From an optimization exercise on the open Yosys and OpenROAD flow, aimed at small area; shortcuts taken in it are not production practice.
Only simulation tests tie the RTL to the original design; equivalence was not proved.
Power is estimated from default activity; no workload was simulated.

## pepper
// Countdown
module Countdown(
 clock,
 reset,
 beep,
 bs0,
 bs1,
 clock_5,
 clock_10,
 clock_f,
 TimeH,
 TimeL
);
 input clock;
 input reset;
 output [6:0] bs0;
 output [6:0] bs1;
 output beep;
 output clock_5;
 output clock_10;
 output clock_f;
 output [3:0] TimeL;
 output [3:0] TimeH;
 reg [4:0] a;
 reg [4:0] b;
 reg [3:0] c;
 wire [1:0] h;
 wire ca = (~a[2] & a[3]);
 wire bw = (b[0] & b[1] & ~b[2] & b[4]);
 wire cb = ca & bw;
 assign h[0] = (~b[3] & ~b[4]) | (~b[1] & ~b[2] & ~b[4]) | (~a[1] & ~a[3] & ~b[0] & ~b[2] & ~b[4]);
 assign h[1] = (~a[2] & a[3] & b[0] & b[1] & b[4]);
 wire [4:0] na;
 assign na[0] = (~a[4]);
 assign na[1] = (a[0]);
 assign na[2] = (a[1]);
 assign na[3] = (a[2]);
 assign na[4] = (a[3]);
 wire [4:0] nb;
 assign nb[0] = (b[0] & ~ca) | (~b[0] & ca);
 assign nb[1] = (b[1] & ~ca) | (b[0] & ~b[1] & ca) | (~b[0] & b[1]);
 assign nb[2] = (b[2] & ~ca) | (b[0] & b[1] & ~b[2] & ~b[4] & ca) | (~b[1] & b[2]) | (~b[0] & b[2]);
 assign nb[3] = (b[3] & ~ca) | (b[0] & b[1] & b[2] & ~b[3] & ca) | (~b[2] & b[3]) | (~b[1] & b[3]) | (~b[0] & b[3]);
 assign nb[4] = (b[0] & b[1] & b[2] & b[3] & ~b[4] & ca) | (~b[1] & b[4]) | (~b[0] & b[4]) | (b[4] & ~ca);
 wire [3:0] nc;
 assign nc[0] = (c[0] & ~cb) | (~c[0] & cb) | (c[1] & c[3]);
 assign nc[1] = (c[1] & ~cb) | (c[0] & ~c[1] & ~c[3] & cb) | (~c[0] & c[1]);
 assign nc[2] = (c[2] & ~cb) | (c[0] & c[1] & ~c[2] & cb) | (~c[1] & c[2]) | (~c[0] & c[2]) | (c[1] & c[3]);
 assign nc[3] = (c[0] & c[1] & c[2] & ~c[3] & cb) | (c[3] & ~cb) | (~c[0] & c[3]);
 always @(posedge clock or negedge reset)
  if (!reset) begin
   a <= 5'd0; b <= 5'd31; c <= 4'd15;
  end else begin
   a <= na; b <= nb; c <= nc;
  end
 assign clock_5 = (~a[0] & a[4]);
 assign clock_10 = (~b[1] & b[4]) | (~b[0] & b[4]) | (b[2] & b[3] & ~b[4]) | (a[2] & b[1] & b[3] & ~b[4]) | (~a[3] & ~b[3] & b[4]) | (b[0] & b[1] & b[3] & ~b[4]) | (a[1] & ~b[3] & b[4]) | (a[0] & ~b[0] & b[1] & b[3]) | (a[3] & ~b[0] & b[1] & b[3]);
 assign clock_f = (~c[2] & ~c[3]) | (c[0] & ~c[2] & h[1]) | (~c[0] & ~c[1] & ~c[3] & h[0]);
 wire tick = (c[0] & ~c[1] & c[3] & h[1]);
 reg [4:0] e;
 always @(posedge clock or negedge reset)
  if (!reset) e <= 5'd23;
  ...
For scale: roughly 150 cells after synthesis, about 19 flip-flops, roughly 1100 um2 of cells after synthesis.
Settings: LEC_CHECK=0, ABC_AREA=1, CAP_MARGIN=20, CORE_AREA=5 5 85 85, CTS_BUF_LIST=sky130_fd_sc_hd__clkbuf_8, CTS_CLUSTER_DIAMETER=200, CTS_CLUSTER_SIZE=30, DIE_AREA=0 0 90 90, SLEW_MARGIN=20; clock period 12.0 ns.
standard.sh (not shown) runs the stock make flow with config.mk's settings and CLKGATE_MAP_FILE= SYNTH_SCRIPT=/design/flow/synth_recipe.tcl, a recipe that flattens the netlist after the stock synthesis.
==> flow/flow/run.sh <==
#!/bin/bash
# The standard layout (standard.sh) with two changes:
#  - the buffer that ORFS puts on every input and output port is buf_1;
#  - after the floorplan, OpenROAD's restructure re-maps the combinational
#    logic between the registers for area (registers are left as they are).
# Each tool's output goes to a log file of its own in this folder.
set -e
export BUFFER_PORTS_ARGS="-buffer_cell sky130_fd_sc_hd__buf_1"
bash standard.sh floorplan > standard_floorplan.log 2>&1
openroad -no_init -exit flow/restructure.tcl > restructure.log 2>&1
bash standard.sh > standard_finish.log 2>&1
==> flow/flow/restructure.tcl <==
# Re-map the combinational logic of the floorplanned design for area.
set base orfs/results/sky130hd/Countdown/base
set plat $::env(FLOW_HOME)/platforms/sky130hd
set lib $plat/lib/sky130_fd_sc_hd__tt_025C_1v80.lib
read_lef $plat/lef/sky130_fd_sc_hd.tlef
read_lef $plat/lef/sky130_fd_sc_hd_merged.lef
read_liberty $lib
read_db $base/2_floorplan.odb
read_sdc $base/2_floorplan.sdc
source $plat/setRC.tcl
set_dont_use [list sky130_fd_sc_hd__probe_p_8 sky130_fd_sc_hd__probec_p_8 sky130_fd_sc_hd__lpflow_*]
report_design_area
file mkdir restructure_work
restructure -liberty_file $lib -target area \
  -tiehi_port {sky130_fd_sc_hd__conb_1 HI} -tielo_port {sky130_fd_sc_hd__conb_1 LO} \
  -work_dir restructure_work
report_design_area
write_db $base/2_floorplan.odb
What indigo does differently from pepper at the input level:
# pepper
export LEC_CHECK = 0
export ABC_AREA = 1
export CAP_MARGIN = 20
export CORE_AREA = 5 5 85 85
export CTS_BUF_LIST = sky130_fd_sc_hd__clkbuf_8
export CTS_CLUSTER_DIAMETER = 200
export CTS_CLUSTER_SIZE = 30
export DIE_AREA = 0 0 90 90
export SLEW_MARGIN = 20
create_clock -name core_clock -period 12.0 [get_ports {clock}]
# indigo
export LEC_CHECK = 0
export ABC_AREA = 1
export CAP_MARGIN = 20
export CORE_AREA = 5 5 85 85
export CTS_BUF_LIST = sky130_fd_sc_hd__clkbuf_4
export DIE_AREA = 0 0 90 90
export SLEW_MARGIN = 20
create_clock -name core_clock -period 12.0 [get_ports {clock}]
==> results.txt <==
| combinational fraction of design power | indigo vs pepper | 0.2 points higher |
pepper → indigo: total wire length closely matched the old numbers, die boundary height comparable, final area now sits lower, utilization after layout down 0.24 points.
Compared with pepper, indigo shows a synthesis-to-finish area growth that is 1.3 points lower.
In terms of adder and majority cell fraction of the synthesized area, pepper and indigo differ only marginally.

The RTL this note starts from:
==> flow/design.v <==
module Countdown(
 clock,
 reset,
 beep,
 bs0,
 bs1,
 clock_5,
 clock_10,
 clock_f,
 TimeH,
 TimeL
);
 input clock;
 input reset;
 output [6:0] bs0;
 output [6:0] bs1;
 output beep;
 output clock_5;
 output clock_10;
 output clock_f;
 output [3:0] TimeL;
 output [3:0] TimeH;
 reg [4:0] a;
 reg [4:0] b;
 reg [3:0] c;
 wire [1:0] h;
 wire ca = (~a[0] & ~a[4]);
 wire bw = (b[0] & b[1] & ~b[2] & b[4]);
 wire cb = ca & bw;
 assign h[0] = (~b[3] & ~b[4]) | (~b[1] & ~b[2] & ~b[4]) | (a[0] & ~a[3] & ~b[0] & ~b[2] & ~b[4]);
 assign h[1] = (~a[0] & ~a[4] & b[0] & b[1] & b[4]);
 wire [4:0] na;
 assign na[0] = (~a[4]);
 assign na[1] = (a[0]);
 assign na[2] = (a[1]);
 assign na[3] = (a[2]);
 assign na[4] = (a[3]);
 wire [4:0] nb;
 assign nb[0] = (b[0] & ~ca) | (~b[0] & ca);
 assign nb[1] = (b[1] & ~ca) | (b[0] & ~b[1] & ca) | (~b[0] & b[1]);
 assign nb[2] = (b[2] & ~ca) | (b[0] & b[1] & ~b[2] & ~b[4] & ca) | (~b[1] & b[2]) | (~b[0] & b[2]);
 assign nb[3] = (b[3] & ~ca) | (b[0] & b[1] & b[2] & ~b[3] & ca) | (~b[2] & b[3]) | (~b[1] & b[3]) | (~b[0] & b[3]);
 assign nb[4] = (b[0] & b[1] & b[2] & b[3] & ~b[4] & ca) | (~b[1] & b[4]) | (~b[0] & b[4]) | (b[4] & ~ca);
 wire [3:0] nc;
 assign nc[0] = (c[0] & ~cb) | (~c[0] & cb);
 assign nc[1] = (c[1] & ~cb) | (~c[0] & ~c[1] & cb) | (c[0] & c[1]) | (c[1] & c[3]);
 assign nc[2] = (c[2] & ~cb) | (~c[0] & ~c[1] & ~c[2] & cb) | (c[0] & c[2]) | (c[1] & c[2]);
 assign nc[3] = (~c[0] & ~c[1] & ~c[2] & cb) | (c[3] & ~cb) | (c[0] & c[3]);
 always @(posedge clock or negedge reset)
  if (!reset) begin
   a <= 5'd3; b <= 5'd31; c <= 4'd12;
  end else begin
   a <= na; b <= nb; c <= nc;
  end
 assign clock_5 = (~a[1] & ~a[2]);
 assign clock_10 = (~b[1] & b[4]) | (~b[0] & b[4]) | (b[2] & b[3] & ~b[4]) | (~a[0] & b[1] & b[3] & ~b[4]) | (a[2] & b[1] & b[3] & ~b[4]) | (a[2] & ~b[3] & b[4]) | (a[0] & ~b[3] & b[4]) | (b[0] & b[1] & b[3] & ~b[4]) | (a[3] & ~b[3] & b[4]);
 assign clock_f = (c[2] & ~c[3] & h[0]) | (~c[0] & c[1] & c[2]) | (c[0] & c[2] & h[1]) | (c[0] & c[2] & ~c[3]);
 wire tick = (c[0] & c[3] & h[1]);
 reg [4:0] e;
 always @(posedge clock or negedge reset)
  if (!reset) e <= 5'd15;
  else e <= {((e[4]) | (~e[0] & ~e[1] & ~e[2] & tick)), ((e[1]) | (e[2]) | (e[3] & ~tick) | (e[0] & e[3]) | (~e[0] & e[4] & tick)), ((e[2] & ~tick) | (e[1] & e[2]) | (e[0] & e[2]) | (~e[0] & ~e[3] & tick)), ((e[0] & e[1]) | (e[1] & ~tick) | (~e[0] & ~e[1] & e[2] & tick) | (~e[0] & ~e[3] & tick)), ((e[0] & ~tick) | (~e[0] & ~e[4] & tick) | (~e[0] & ~e[3] & tick) | (~e[0] & e[1] & tick) | (~e[0] & e[2] & tick))};
 assign TimeH = {3'b000, (e[1] & ~e[4]) | (e[2] & ~e[4])};
 assign TimeL = {((~e[1] & ~e[2] & ~e[4])), ((~e[3]) | (e[1] & e[2])), ((~e[3]) | (~e[1] & e[2])), ((e[0] & ~e[4]) | (e[0] & ~e[3]) | (e[0] & e[1]) | (e[0] & e[2]))};
 assign beep = (~e[1] & ~e[2] & e[3] & e[4]) | (~e[0] & ~e[2] & e[3] & e[4]);
 wire d1 = (~e[4]);
 assign bs1 = {1'b1, d1, d1, d1, 2'b00, d1};
 assign bs0 = {((~e[1] & ~e[2] & e[3]) | (e[0] & e[1] & e[2] & e[4])), ((e[1] & ~e[2]) | (e[0] & ~e[2] & e[3]) | (e[0] & e[1] & e[4])), ((e[0]) | (e[2] & ~e[4]) | (~e[1] & e[2])), ((~e[0] & ~e[1] & e[2]) | (e[0] & ~e[1] & ~e[2] & e[3]) | (e[0] & e[1] & e[2] & e[4])), ((~e[0] & e[1] & ~e[2])), ((e[0] & ~e[1] & e[2]) | (~e[0] & e[1] & e[2]) | (e[0] & e[2] & ~e[4])), ((~e[0] & ~e[1] & e[2]) | (e[0] & ~e[1] & ~e[2] & e[3]))};
endmodule
export LEC_CHECK = 0
export ABC_AREA = 1
export CAP_MARGIN = 20
export CORE_AREA = 5 5 85 85
export CTS_BUF_LIST = sky130_fd_sc_hd__clkbuf_4
export DIE_AREA = 0 0 90 90
export SLEW_MARGIN = 20
create_clock -name core_clock -period 12.0 [get_ports {clock}]
==> flow/flow/run.sh <==
#!/bin/bash
# The standard layout (standard.sh) with three changes:
#  - the buffer that ORFS puts on every input and output port is buf_1;
#  - after the floorplan, OpenROAD's restructure re-maps the combinational
#    logic between the registers for area (registers are left as they are).
#  - clock tree synthesis inserts no dummy load buffers.
# Each tool's output goes to a log file of its own in this folder.
set -e
export BUFFER_PORTS_ARGS="-buffer_cell sky130_fd_sc_hd__buf_1"
export CTS_ARGS="-sink_clustering_enable -repair_clock_nets -buf_list sky130_fd_sc_hd__clkbuf_4 -dont_use_dummy_load"
bash standard.sh floorplan > standard_floorplan.log 2>&1
openroad -no_init -exit flow/restructure.tcl > restructure.log 2>&1
bash standard.sh > standard_finish.log 2>&1
Scripts as last shown in full above: flow/flow/restructure.tcl
==> next run, changes <==
--- a/flow/flow/run.sh
+++ b/flow/flow/run.sh
@@ -2 +2 @@
-# The standard layout (standard.sh) with three changes:
+# The standard layout (standard.sh) with these changes:
@@ -5 +5,2 @@
-#    logic between the registers for area (registers are left as they are).
+#    logic between the registers for area (registers are left as they are);
+#  - after placement, the constant outputs share one tie cell;
@@ -12,0 +14,2 @@
+bash standard.sh place > standard_place.log 2>&1
+openroad -no_init -exit flow/merge_ties.tcl > merge_ties.log 2>&1
==> flow/flow/merge_ties.tcl (new file) <==
# After placement: drive all constant outputs from one tie cell (conb_1 has
# both a HI and a LO output) instead of one tie cell per output.
set base orfs/results/sky130hd/Countdown/base
set plat $::env(FLOW_HOME)/platforms/sky130hd
read_lef $plat/lef/sky130_fd_sc_hd.tlef
read_lef $plat/lef/sky130_fd_sc_hd_merged.lef
read_liberty $plat/lib/sky130_fd_sc_hd__tt_025C_1v80.lib
read_db $base/3_place.odb
set block [ord::get_db_block]
set ties {}
foreach inst [$block getInsts] {
  if {[[$inst getMaster] getName] eq "sky130_fd_sc_hd__conb_1"} { lappend ties $inst }
}
puts "tie cells before merge: [llength $ties]"
if {[llength $ties] > 1} {
  set main [lindex $ties 0]
  foreach pin {HI LO} {
    set mterm [$main findITerm $pin]
    set mnet [$mterm getNet]
    foreach t [lrange $ties 1 end] {
      set it [$t findITerm $pin]
      set net [$it getNet]
      if {$net eq "NULL"} { continue }
      $it disconnect
      if {$mnet eq "NULL"} { $mterm connect $net; set mnet $net; continue }
      foreach iterm [$net getITerms] { $iterm disconnect; $iterm connect $mnet }
      foreach bterm [$net getBTerms] { $bterm disconnect; $bterm connect $mnet }
      odb::dbNet_destroy $net
    }
  }
  foreach t [lrange $ties 1 end] { odb::dbInst_destroy $t }
}
set n 0
foreach inst [$block getInsts] {
  if {[[$inst getMaster] getName] eq "sky130_fd_sc_hd__conb_1"} { incr n }
}
puts "tie cells after merge: $n"
write_db $base/3_place.odb
Design area came out lower by 1.7%.
Worst setup slack is about the same.
Final cell count came out lower by 2.5%.
Synthesized area does not change.
Clock skew stays flat.

re-timing with driven ports:
The flow's constraints put no driver on any port. The routed layouts listed below were extracted and timed again, unchanged, in two steps.
Step 1 sets driving cells, clkbuf_16 on the clock port and buf_2 on the other inputs (assumed; they add their load-dependent delay and slew).
Step 2, shift: input delay + t, output delay - t, t = (earliest + latest rising clock arrival at the registers) / 2. This alone moves slack from input paths to output paths.
a / b / c = ideal ports / drivers / drivers and shift; a / b = the first two.
run	t (ns)	slack for setup (ns)	slew at the worst register clock pin (ns)
pepper	0.273	7.820 / 7.795 / 8.068	0.07 / 0.07
indigo	0.309	7.762 / 7.740 / 8.050	0.11 / 0.11
the first run of note 2	0.310	7.752 / 7.730 / 8.040	0.11 / 0.11
the second run of note 2	0.309	7.752 / 7.730 / 8.040	0.11 / 0.11
After both steps every run listed still meets setup and hold.
